Context: an optimization exercise on an open-source flow, tuned for small area and a short achievable clock period. The choices shown serve that exercise and are no tape-out recipe. RTL that was checked went through simulation tests only; none was proved equivalent to the original. Power and IR drop assume default switching activity.

==> inputs of 04-20 <==
## float_add
module float_add(clk, rst, i_cip, i_vstart, i_vector_length, i_sj, i_sk,
                 i_v0, i_v1, i_v2, i_v3, i_v4, i_v5, i_v6, i_v7,
                 o_busy, o_result, err);
export LEC_CHECK = 0
export CAP_MARGIN = 20
export CORE_MARGIN = 2
export CORE_UTILIZATION = 40
export CTS_CLUSTER_DIAMETER = 80
export CTS_CLUSTER_SIZE = 30
export SETUP_SLACK_MARGIN = 3.5
export SLEW_MARGIN = 20
export SYNTH_HIERARCHICAL = 1
create_clock -name core_clock -period 6.0 [get_ports {clk}]
standard.sh (not shown) runs the stock make flow with config.mk's settings and CLKGATE_MAP_FILE= SYNTH_SCRIPT=/design/flow/synth_recipe.tcl, a recipe that flattens the netlist after the stock synthesis.
==> flow/flow/run.sh <==
#!/bin/bash
# The standard layout (standard.sh: ORFS from synthesis to the final
# layout) with two changes:
#  - synthesis is the standard flow's own script (synth_recipe.tcl) except that Yosys's
#    abc pass runs delay-targeted ABC scripts from flow/ (see
#    flow/abc_proc.tcl) in place of ORFS's default ABC script, and that
#    ADDER_MAP_FILE is empty, so ORFS does not extract full and half
#    adder cells before abc and abc maps all the logic itself. Neither
#    touches the registers, so they are the standard synthesis's.
#  - the port buffers that ORFS inserts at placement are buf_1 cells.
#    Every input and output port still gets its own buffer.
# ORFS keeps each step's log in orfs/logs; make's output goes to
# standard.log here.
set -euo pipefail
here=$PWD
export BUFFER_PORTS_ARGS="-buffer_cell sky130_fd_sc_hd__buf_1"
export FLOW_ABC_DIR=$here/flow
export ADDER_MAP_FILE=
cat flow/abc_proc.tcl synth_recipe.tcl > flow_synth.tcl
sed "s#SYNTH_SCRIPT=[^ ]*#SYNTH_SCRIPT=$here/flow_synth.tcl#" standard.sh > flow_standard.sh
grep -q "SYNTH_SCRIPT=$here/flow_synth.tcl" flow_standard.sh
bash flow_standard.sh > standard.log 2>&1
==> flow/flow/abc_d1200.script <==
strash
dch -f
map -D 1200
topo
stime -c
buffer -c
upsize -c -D 1200
dnsize -c -D 1200
==> flow/flow/abc_d400.script <==
strash
dch -f
map -D 400
topo
stime -c
buffer -c
upsize -c -D 400
dnsize -c -D 400
==> flow/flow/abc_d500.script <==
strash
dch -f
map -D 500
topo
stime -c
buffer -c
upsize -c -D 500
dnsize -c -D 500
==> flow/flow/abc_proc.tcl <==
# abc as the standard flow's synthesis calls it, but with ABC scripts of our own, each
# a delay-targeted mapping (dch + map -D) carrying its own target, so no
# -D: the operand select with 400 ps, the exponent select and compare with 500 ps,
# then everything else with 1200 ps. abc maps only the combinational
# logic; the registers are left as the standard flow's synthesis made them.
proc abc {args} {
  set i [lsearch -exact $args -script]
  if {$i >= 0} { set args [lreplace $args $i [expr {$i + 1}]] }
  set j [lsearch -exact $args -D]
  if {$j >= 0} { set args [lreplace $args $j [expr {$j + 1}]] }
  set d $::env(FLOW_ABC_DIR)
  yosys abc -script $d/abc_d400.script {*}$args fadd_sel
  yosys abc -script $d/abc_d500.script {*}$args fadd_exp
  yosys abc -script $d/abc_d1200.script {*}$args
}
==> inputs of 11-21, as changes to 04-20 <==
--- a/flow/design.v
+++ b/flow/design.v
@@ -99,29 +99,28 @@
     wire        sub = a[48] ^ b[48] ^ ~is_add;
     reg [47:0] ca1, cb1;
     reg [14:0] ea1, eb1;
     reg [5:0]  dab1, dba1;
     reg        jgt1, sa1, sub1, far_ab1, far_ba1;
     always @(posedge clk) begin
         ca1   <= a[47:0];
-        cb1   <= b[47:0];
+        cb1   <= b[47:0] ^ {48{sub}};
         ea1   <= ea;
         eb1   <= eb;
         dab1  <= dab;
         dba1  <= dba;
         jgt1  <= jgt;
         sa1   <= a[48];
         sub1  <= sub;
         far_ab1 <= far_ab;
         far_ba1 <= far_ba;
     end
     assign err = far_ab1 | far_ba1;
-    wire [47:0] cbx = cb1 ^ {48{sub1}};
-    wire [47:0] xa  = jgt1 ? ca1 : cbx;
-    wire [47:0] y1  = jgt1 ? cbx : ca1;
+    wire [47:0] xa  = jgt1 ? ca1 : cb1;
+    wire [47:0] y1  = jgt1 ? cb1 : ca1;
     wire [5:0]  sh1 = jgt1 ? dab1 : dba1;
     wire        fill1 = sub1 & jgt1;
     wire [47:0] t5 = sh1[5] ? {{32{fill1}}, y1[47:32]}  : y1;
     wire [47:0] t4 = sh1[4] ? {{16{fill1}}, t5[47:16]} : t5;
     wire [47:0] t3 = sh1[3] ? {{8{fill1}},  t4[47:8]}  : t4;
     wire [47:0] t2 = sh1[2] ? {{4{fill1}},  t3[47:4]}  : t3;
     wire [47:0] t1 = sh1[1] ? {{2{fill1}},  t2[47:2]}  : t2;
==> flow/flow/abc_d1100.script (new file) <==
strash
dch -f
map -D 1100
topo
stime -c
buffer -c
upsize -c -D 1100
dnsize -c -D 1100
--- a/flow/flow/abc_proc.tcl
+++ b/flow/flow/abc_proc.tcl
@@ -6,10 +6,10 @@
 proc abc {args} {
   set i [lsearch -exact $args -script]
   if {$i >= 0} { set args [lreplace $args $i [expr {$i + 1}]] }
   set j [lsearch -exact $args -D]
   if {$j >= 0} { set args [lreplace $args $j [expr {$j + 1}]] }
   set d $::env(FLOW_ABC_DIR)
   yosys abc -script $d/abc_d400.script {*}$args fadd_sel
-  yosys abc -script $d/abc_d500.script {*}$args fadd_exp
+  yosys abc -script $d/abc_d1100.script {*}$args fadd_exp
   yosys abc -script $d/abc_d1200.script {*}$args
 }
SETUP_SLACK_MARGIN = 3.6   (was 3.5)
==> run summary <==
Worst hold slack: 04-20 is worse than 11-21 (0.0017 ns).
Against 11-21, the die area of 04-20 is larger by about 3.7%.
Sequential power: 11-21 is higher than 04-20 (about 1%).
Utilization: 04-20 is lower than 11-21 (2.3 points).
In register-to-register slack, 11-21 and 04-20 hardly differ.
Critical path depth is the same in 04-20 and 11-21.
Total power: 11-21 is larger than 04-20 (about 2.2%).
Synthesized cell count: 04-20 is larger than 11-21 (about 2.3%).
Between 04-20 and 11-21, the lower sequential share of layout area is in 11-21 (gap 0.21 points).
Against 04-20, the global-route usage of 11-21 is lower by 1.5 points.
Between 04-20 and 11-21, the lower combinational power is in 04-20 (gap about 6%, measured against 11-21).
==> figures <==
Maximum number of pins on one net before global-route repair: 11-21 60; 04-20 90
Detailed-router iteration count before antenna repair: 11-21 6; 04-20 9
Core Area: 11-21 77720 sq um; 04-20 80810 sq um
Fraction of layout cells with a size suffix above 1: 11-21 0.1135; 04-20 0.08745
Number of inserted diodes: 11-21 52; 04-20 83
Overall power of the completed layout: 11-21 23.51 mW; 04-20 23.02 mW
Outcome: 11-21 timing/DRC/antenna clean; 04-20 timing/DRC/antenna clean
Worst slack at placement: 11-21 2.133 ns; 04-20 2.191 ns
Sequential Power: 11-21 6.56 mW; 04-20 6.48 mW
End-of-flow core utilization: 11-21 0.4980; 04-20 0.4754
Final cell area excluding filler cells: 11-21 38710 sq um; 04-20 38410 sq um
Shortest clock period the worst path allows after layout: 11-21 2.539 ns; 04-20 2.512 ns
Clock network fraction of design power: 11-21 0.102; 04-20 0.121
Site Rows: 11-21 102; 04-20 104
Largest vdd supply drop: 11-21 0.3379 mV; 04-20 0.2993 mV
Post-CTS resize count: 11-21 180; 04-20 83
Portion of total power attributed to sequential cells: 11-21 0.279; 04-20 0.282
Max Fclk: 11-21 393.9 MHz; 04-20 398.0 MHz
Worst-skew pair later-pin latency: 11-21 0.64 ns; 04-20 0.61 ns
GRT met3 Usage: 11-21 0.07095; 04-20 0.09367
Power in combinational cells: 11-21 14.5 mW; 04-20 13.7 mW
Number of buffers created by CTS: 11-21 28; 04-20 35
Layout inverter count without the clock tree: 11-21 267; 04-20 208
For 04-20, only the layout was checked, not whether the RTL still works.

re-timing with driven ports:
No port has a modelled driver above. Below, the same layouts with a new extraction and two added sets of constraints.
Step 1 sets driving cells, clkbuf_16 on the clock port and buf_2 on the other inputs (assumed; they add their load-dependent delay and slew).
Step 2 also shifts input and output timing later by t, the mid clock arrival at the registers, as if the neighbouring blocks saw the same clock.
Slacks: ideal / step 1 / step 2; pairs: ideal / step 1.
run	t, ns	setup slack, ns	worst setup path after step 2	slew at the worst register clock pin (ns)	worst slew at a driven data input, ns
04-20	0.657	3.488 / 3.411 / 2.846	input to register	0.11 / 0.11	0.27
11-21	0.704	3.461 / 3.387 / 2.875	input to register	0.11 / 0.11	0.28
After both steps setup and hold are still met in every run listed. The setup slack of 04-20, which loses most, moves by -0.077 ns with the drivers and by -0.642 ns with both steps.
